This design comes from an exercise in tuning for small area and a short achievable clock period on the open sky130 flow, not from production work. The RTL was checked by simulation tests, not by an equivalence proof against the original design.

## flow/design.v (module list and top-level ports; edited modules follow where they fit)
// module ntt_butterfly: 1925 lines
module ntt_butterfly
#(
    parameter REG_SIZE = 23
)
(
    input  wire                 clk,
    input  wire                 reset_n,
    input  wire                 zeroize,
    input  wire [2:0]           mode,
    input  wire                 accumulate,
    input  wire                 mlkem,
    input  wire  [REG_SIZE-1:0] opu_i,
    input  wire  [REG_SIZE-1:0] opv_i,
    input  wire  [REG_SIZE-1:0] opw_i,
    output logic [REG_SIZE-1:0] u_o,
    output logic [REG_SIZE-1:0] v_o,
    output logic [REG_SIZE-1:0] pwm_res_o,
    output logic [REG_SIZE-1:0] pairwm_mul_red_o
);
  // ...
==> flow/flow/run.sh <==
#!/bin/bash
# Standard layout; the port buffers use the smallest buffer cell (the resizer
# still upsizes any that timing or slew needs).
set -euo pipefail
bash standard.sh "BUFFER_PORTS_ARGS=-buffer_cell sky130_fd_sc_hd__buf_1" finish > standard.log 2>&1
==> flow/standard.sh <==
#!/bin/bash
# synth_recipe.tcl (not shown) runs the flow's synth.tcl, then flattens the netlist and writes it again
# the make line also repeats each setting of config.mk as NAME=value (left out here)
make -C /OpenROAD-flow-scripts/flow DESIGN_CONFIG=/design/flow/config.mk WORK_HOME=/design/flow/orfs CLKGATE_MAP_FILE= SYNTH_SCRIPT=/design/flow/synth_recipe.tcl "${@:-finish}"
==> flow/config.mk <==
export PLATFORM = sky130hd
export DESIGN_NAME = ntt_butterfly
export DESIGN_NICKNAME = ntt_butterfly
export VERILOG_FILES = /design/flow/design.v
export SDC_FILE = /design/flow/constraint.sdc
export NUM_CORES = 4
export LEC_CHECK = 0
export ABC_AREA = 1
export CAP_MARGIN = 20
export CORE_MARGIN = 2
export CORE_UTILIZATION = 40
export SETUP_SLACK_MARGIN = 5
export SLEW_MARGIN = 20
==> flow/constraint.sdc <==
create_clock -name core_clock -period 13.0 [get_ports {clk}]
set_input_delay 2.6000 -clock core_clock [delete_from_list [all_inputs] [get_ports {clk}]]
set_output_delay 2.6000 -clock core_clock [all_outputs]
set_load 0.01 [all_outputs]
==> results.toml, run 1 <==
[sta]
max-slew-margin-rel_pct = 15.8
max_freq_ghz = 0.127

[min_path]
worstHoldStart = "c_r[17]"
worst_hold_path.endpoint = "c_d[17]"

[finish]
layout_commonest_cell = "inv_1"
fin_cells = 6928
insertedDiodeCount = 2
clock_buffers = 36
fill_cells = 9908
finalNetCount = 6355

[worst_setup_path]
worst_path_max_delay_cell = "fa_1"
endpoint_kind = "flip-flop"
timing.rr.start = "bone_r[3]"
worst-path-buf-inv = 5
critPathMaxFanout = 7
crit_end = "t_c[14]"

[grt]
grt_pass1_vias = 37600
track_usage_pct = 33.2

[drt]
wl_met1_um = 71200
drtPass1Iterations = 8
dr_wl_met3_um = 18500
vias = 39500
wl_per_cell_um = 24.6

[cts]
postCtsSetupBuffers = 49
cts_made_buffers = 28
tritoncts = "done"
clkSlewWorstSetupHoldPaths_ns = 0.06

[synth]
synthMuxAreaShare_pct = 0.0586
syn_inst = 5487
syn_area_sq_mm = 0.0384
async_flop_share_pct = 100
ys_seq_elements = 204
synth-simple-area-share_pct = 20.3

[outcome]
status = "finished clean"
==> run 2, diff against run 1 <==
==> flow/flow/run.sh (replaced) <==
#!/bin/bash
# Standard layout; the port buffers use the smallest buffer cell (the resizer
# still upsizes any that timing or slew needs).
set -euo pipefail
bash standard.sh SETUP_SLACK_MARGIN=5.5 "BUFFER_PORTS_ARGS=-buffer_cell sky130_fd_sc_hd__buf_1" finish > standard.log 2>&1
==> run 2 against run 1 <==
Compared with the run above: register-to-register slack improved by 0.36 ns; global-route usage increased by 0.28 points; design area increased by 4.4%; first-iteration DRC count increased by 8.5%; critical path type unchanged.
==> results.toml, run 2 <==
[outcome]
status = "finished clean"

[worst_setup_path]
reg2reg_to = "t_c[9]"
worst_path_max_delay_cell = "fa_2"
crit_required_ns = 13.40
cp.arrival_ns = 7.90
endpoint_kind = "flip-flop"
worst-path-buf-inv = 7
critPathMaxStageDelay_ns = 0.60
r2r.worst_path.cells = 31
timing.rr.start = "bone_r[7]"
crit_family = "adder cells"
cp-start-kind = "flip-flop"
cpMostUsedCell = "fa_1"
critPathMaxFanout = 9
crit_type = "flip-flop to flip-flop"
reg2reg_slack_ns = 5.51

[synth]
avgSynthCellArea_sq_um = 7.00
syn_inst = 5487
synth_warnings = 2
ys_seq_elements = 204
syn_area_sq_mm = 0.0384
ys_types = 61
async_flop_share_pct = 100
ys_seq_area_share_pct = 13.3
synth.most_common_cell = "inv_1"
synth_nets = 6198
synth_top_area_share_pct = 17.6
synth_top_family_by_area = "adder cells"
synthFlopType = "dfrtp_1"
synth_fa_ha_area_share_pct = 27.3
synth-edff-count = 0
synth-compound-area-share_pct = 15.9
yosys.area.top_type = "fa_1"
synth-simple-area-share_pct = 20.3
synth_xor_area_share_pct = 9.52
ys_top_cells_by_count = "inv_1 (1112), nand2_1 (947), nor2_1 (428)"
synthMuxAreaShare_pct = 0.0586
yosys-top-cells-area = "fa_1 (18%), dfrtp_1 (13%), inv_1 (11%), ha_1 (9.6%), nand2_1 (9.3%)"

[min_path]
worstHoldStart = "c_r[1]"
worst_hold_path.num_cells = 2
hp-class = "flip-flop to flip-flop"
worst_hold_path.endpoint = "c_d[1]"

[sta]
fin_hold_ws_ns = 0.468
hold_viol_final = 0
final.period_utilization_pct = 57.7
setup_viol_count_final = 0
rsz0062_at_grt = "true"
drv_slew = 0
max-slew-margin-rel_pct = 30.3
fin_crit_ns = 7.50
max_freq_ghz = 0.133
fin_setup_tns_ns = 0
skew_ns = 0.0786
worst_slew_pin_slew_ns = 1.04
layout_setup_ws_ns = 5.51

[grt]
grt_pass1_wl_um = 246000
overflow = 0
grt_max_degree = 71
antenna_found_initial = 7
track_usage_pct = 33.5
grt_pass1_vias = 37500

[placement]
dp_hpwl_um = 129000
port-buffer-count = 168
post-place-ws_ns = 3.66
gp_congestion = 1.06
place_area_sq_mm = 0.0402

[drt]
ant_nets = 0
drtPass1Iterations = 6
drt_wl_total_um = 171000
wl_per_cell_um = 24.5
via_per_inst = 5.72
vias = 40100
drc = 0
drt_iter0_drc = 4580

[finish]
drive_above_1_share_pct = 14.8
design_area_sq_mm = 0.0453
syn_to_final_growth_pct = 18.0
largestRegisters = "t_c (25), t_s (25)"
layout_commonest_cell = "inv_1"
layout_common_cells = "inv_1 (1065), nand2_1 (905), nor2_1 (405)"
finalNetCount = 6432
fill_cells = 9661

[cts]
cts_made_buffers = 28
worstSkewPairLatency_ns = 0.63
tritoncts = "done"
root_buffer = "clkbuf_16"
numClockSinks = 204
clkSlewWorstSetupHoldPaths_ns = 0.06
htree_levels = 1
clockBufferDepth = 3

[floorplan]
io_pins = 169
initial_core_util_pct = 40.4
die_h_um = 314
die_w_um = 314
die_area_sq_mm = 0.0985
core-area_sq_mm = 0.0950
row_count = 113

[job]
maxCapViolCount = 0
[run 2: cell families (layout without fill, tap and decap cells)]
family | Yosys count | count (layout)
compound gates | 1033 | 1033
buf+inv | 1368 | 1614
flops | 204 | 204
other cells | 0 | 5
fa+ha+maj | 637 | 637
simple gates | 1835 | 1841
xor+xnor | 408 | 408
mux | 2 | 2
[run 2: worst register-to-register path, delay by kind of cell (launching register included)]
family	cells	cell delay [ns]
AO/OA/AOI/OAI	9	1.30
XOR/XNOR	2	0.38
adder cells (fa/ha/maj)	9	4.07
buffers and inverters	7	0.82
flip-flops	1	0.41
AND/OR/NAND/NOR	4	0.29
[run 2: stage by stage]
step	instances	util, %
6_report	7009	47.7
5_1_grt	7004	47.7
4_1_cts	6945	45.9
3_5_place_dp	6753	42.3
3_3_place_gp	6752	42.3
2_1_floorplan	5487	-
[run 2: cell type report]
cell class                      instances  area [sq um]  area share [%]
Timing Repair inverter                 15           111           0.246
Antenna cell                            5          12.5          0.0276
Clock buffer                           32           736            1.62
Inverter                             1139          4460            9.84
Multi-Input combinational cell       3921         30100            66.4
Clock inverter                         16           215           0.475
Tap cell                             1265          1580            3.49
Timing Repair Buffer                  412          2980            6.57
Sequential cell                       204          5150            11.4
[run 2: timing repair]
action	CTS	global route
gates cloned	21	4
endpoints found under the setup margin	160	126
hold buffers	0	0
buffers inserted	123	54
pin swaps	65	96
resized for setup	324	289
[run 2: per-layer routing]
metal	part of all wire, %	up-vias	routed length, um	track usage, %
li1	-	17900	-	-
met1	42	19400	71300	46.6
met2	43	2350	73500	50.4
met3	11	468	18500	7.83
met4	4.7	10	7990	12.1
met5	0.047	-	80	0.387
[run 2: worst max path at each step]
stage                     endpoint  startpoint  depth (start not counted)  slack (ns)
after floorplan            t_c[14]     a_r[13]                         34        5.51
after global placement     c_r[22]     mlkem_r                         40        3.68
after detailed placement   c_r[21]     mlkem_r                         42        3.66
after CTS                  t_c[20]   bone_r[1]                         30        5.48
after global routing       t_c[12]     a_r[14]                         37        5.24
final                       t_c[9]   bone_r[7]                         31        5.51
==> run 3, diff against run 2 <==
--- a/flow/config.mk
+++ b/flow/config.mk
@@ -9,5 +9,6 @@
 export CAP_MARGIN = 20
 export CORE_MARGIN = 2
 export CORE_UTILIZATION = 40
+export CTS_BUF_LIST = sky130_fd_sc_hd__clkbuf_4 sky130_fd_sc_hd__clkbuf_8
 export SETUP_SLACK_MARGIN = 5
 export SLEW_MARGIN = 20
==> run 3 against run 2 <==
Compared with the run above: hold slack better by 0.00064 ns; routed wire length increased by 1.4%; area after synthesis unchanged; synthesized cell count stayed put; largest cell class unchanged; highest routed layer unchanged.
==> results.toml, run 3 <==
[sta]
fin_crit_ns = 7.56
max-slew-margin-rel_pct = 14.5
drv_slew = 0
rsz0062_at_grt = "true"
skew_ns = 0.0633
setup_viol_count_final = 0
worst_slew_pin_slew_ns = 1.28
max_freq_ghz = 0.132
fin_setup_tns_ns = 0
hold_viol_final = 0
final.period_utilization_pct = 58.2

[min_path]
worst_hold_path.num_cells = 2
hp-class = "flip-flop to flip-flop"
worst_hold_path.endpoint = "c_d[17]"
worstHoldStart = "c_r[17]"

[drt]
via_per_inst = 5.73
vias = 40400
ant_nets = 0
wl_per_cell_um = 24.7
drtPass1Iterations = 7
drc = 0
drt_iter0_drc = 4359
drt_wl_total_um = 174000

[synth]
yosys-top-cells-area = "fa_1 (18%), dfrtp_1 (13%), inv_1 (11%), ha_1 (9.6%), nand2_1 (9.3%)"
ys_seq_area_share_pct = 13.3
async_flop_share_pct = 100
synth_top_area_share_pct = 17.6
synth_nets = 6198
ys_seq_elements = 204
synth.most_common_cell = "inv_1"
synth_warnings = 2
syn_inst = 5487
avgSynthCellArea_sq_um = 7.00
syn_area_sq_mm = 0.0384
yosys.area.top_type = "fa_1"
ys_types = 61
ys_top_cells_by_count = "inv_1 (1112), nand2_1 (947), nor2_1 (428)"
synth-edff-count = 0
synthFlopType = "dfrtp_1"

[worst_setup_path]
reg2reg_to = "t_c[14]"
cp.arrival_ns = 8.07
crit_required_ns = 13.51
r2r.worst_path.cells = 35
worst_path_max_delay_cell = "fa_2"
crit_type = "flip-flop to flip-flop"
timing.rr.start = "bone_r[2]"
cp-start-kind = "flip-flop"
endpoint_kind = "flip-flop"
critPathMaxStageDelay_ns = 0.59
reg2reg_slack_ns = 5.44
critPathMaxFanout = 6
setup.worst_path.start = "bone_r[2]"

[placement]
port-buffer-count = 168
dp_hpwl_um = 129000
dp.cells = 6753
gp_congestion = 1.06

[grt]
grt_pass1_vias = 37900
antenna_found_initial = 7
grt_pass1_wl_um = 248000
track_usage_pct = 33.8
grt_max_degree = 71
overflow = 0

[cts]
hold_buffers = 0
htree_levels = 2
numClockSinks = 204
clkSlewWorstSetupHoldPaths_ns = 0.06
clockBufferDepth = 3
worstSkewPairLatency_ns = 0.69
cts_made_buffers = 42
root_buffer = "clkbuf_8"
tritoncts = "done"

[finish]
drive_above_1_share_pct = 15.9
syn_to_final_growth_pct = 19.4
layout_commonest_cell = "inv_1"
largestRegisters = "t_c (25), t_s (25)"
finalNetCount = 6459
fin_cells = 7048
layout_common_cells = "inv_1 (1056), nand2_1 (902), nor2_1 (403)"
fill_cells = 9624

[floorplan]
die_w_um = 314
core-area_sq_mm = 0.0950
row_count = 113
die_area_sq_mm = 0.0985
io_pins = 169
die_h_um = 314
initial_core_util_pct = 40.4

[outcome]
status = "finished clean"

[job]
maxCapViolCount = 0
[run 3: logic make-up after synthesis]
| family | synth area share (%) |
|---|---|
| buf+inv | 13.6 |
| mux | 0.0586 |
| simple gates | 20.3 |
| compound gates | 15.9 |
| flops | 13.3 |
| xor+xnor | 9.52 |
| fa+ha+maj | 27.3 |
[run 3: layout make-up]
type                       count  area (sq um)  area share, %
timing repair inverter        15           111          0.243
multi-input combinational   3922         30300           66.1
inverter                    1139          4450           9.72
tap                         1265          1580           3.45
antenna                        2          5.00         0.0109
clock buffer                  55           726           1.58
clock inverter                22           289          0.631
timing repair buffer         424          3200           6.98
sequential                   204          5150           11.2
[run 3: worst max-delay path: cells and delay by family, from the launching register on]
kind	cells	cell delay, ns
adder cells (fa/ha/maj)	10	4.48
buffers and inverters	10	0.86
AO/OA/AOI/OAI	4	0.66
AND/OR/NAND/NOR	9	0.62
flip-flops	1	0.43
XOR/XNOR	2	0.38
[run 3: worst max path at each step]
stage | end | cells after the start
floorplan | t_c[14] | 34
global placement | c_r[22] | 40
detailed placement | c_r[21] | 42
CTS | t_c[14] | 35
global route | t_c[12] | 37
finish | t_c[14] | 35
[run 3: timing repair]
item / in CTS / in global routing
gates cloned: 28 / 3
setup buffers: 117 / 68
resized for setup: 297 / 370
pin swaps: 60 / 118
endpoints found under the setup margin: 171 / 132
[run 3: per-stage QoR]
stage | worst slack (ns) | cell area (sq um) | hold slack, ns | util [%]
floorplan | 5.51 | 38500 | 0.445 | -
global placement | 3.68 | 40200 | 0.453 | 42.3
detailed placement | 3.66 | 40200 | 0.461 | 42.3
CTS | 5.48 | 43700 | 0.472 | 46.0
global route | 5.18 | 45800 | 0.495 | 48.2
finish | 5.44 | 45800 | 0.469 | 48.2
[run 3: per-layer routing]
layer  vias up  track usage, %  share of wire [%]
li1      18000               -                  -
met1     19400            46.8                 41
met2      2455            50.1                 42
met3       506            8.44                 12
met4         4            14.2                5.2
met5         -           0.387              0.019

-- separate check: timing with driven ports --
No port has a modelled driver above. Below, the same layouts with a new extraction and two added sets of constraints.
Step 1, drivers: a clkbuf_16 drives clk and a buf_2 each remaining input, both assumed.
Step 2 adds t to the input delays and takes it off the output delays; t is the mean of the earliest and latest rising clock arrival at the registers after step 1. Input paths then give back, and output paths get back, about the clock's delay inside the block.
Three values: ideal ports, drivers, drivers and shift; two values: the first two.
run	t, ns	slack for setup (ns)	latest minus earliest clock arrival (ns)	worst register clock-pin slew, ns
run 1	0.672	5.145 / 5.145 / 5.145	0.082 / 0.083	0.07 / 0.07
run 2	0.655	5.505 / 5.505 / 5.505	0.079 / 0.079	0.07 / 0.07
run 3	0.722	5.440 / 5.440 / 5.440	0.071 / 0.072	0.08 / 0.08
After both steps setup and hold are still met in every run listed.
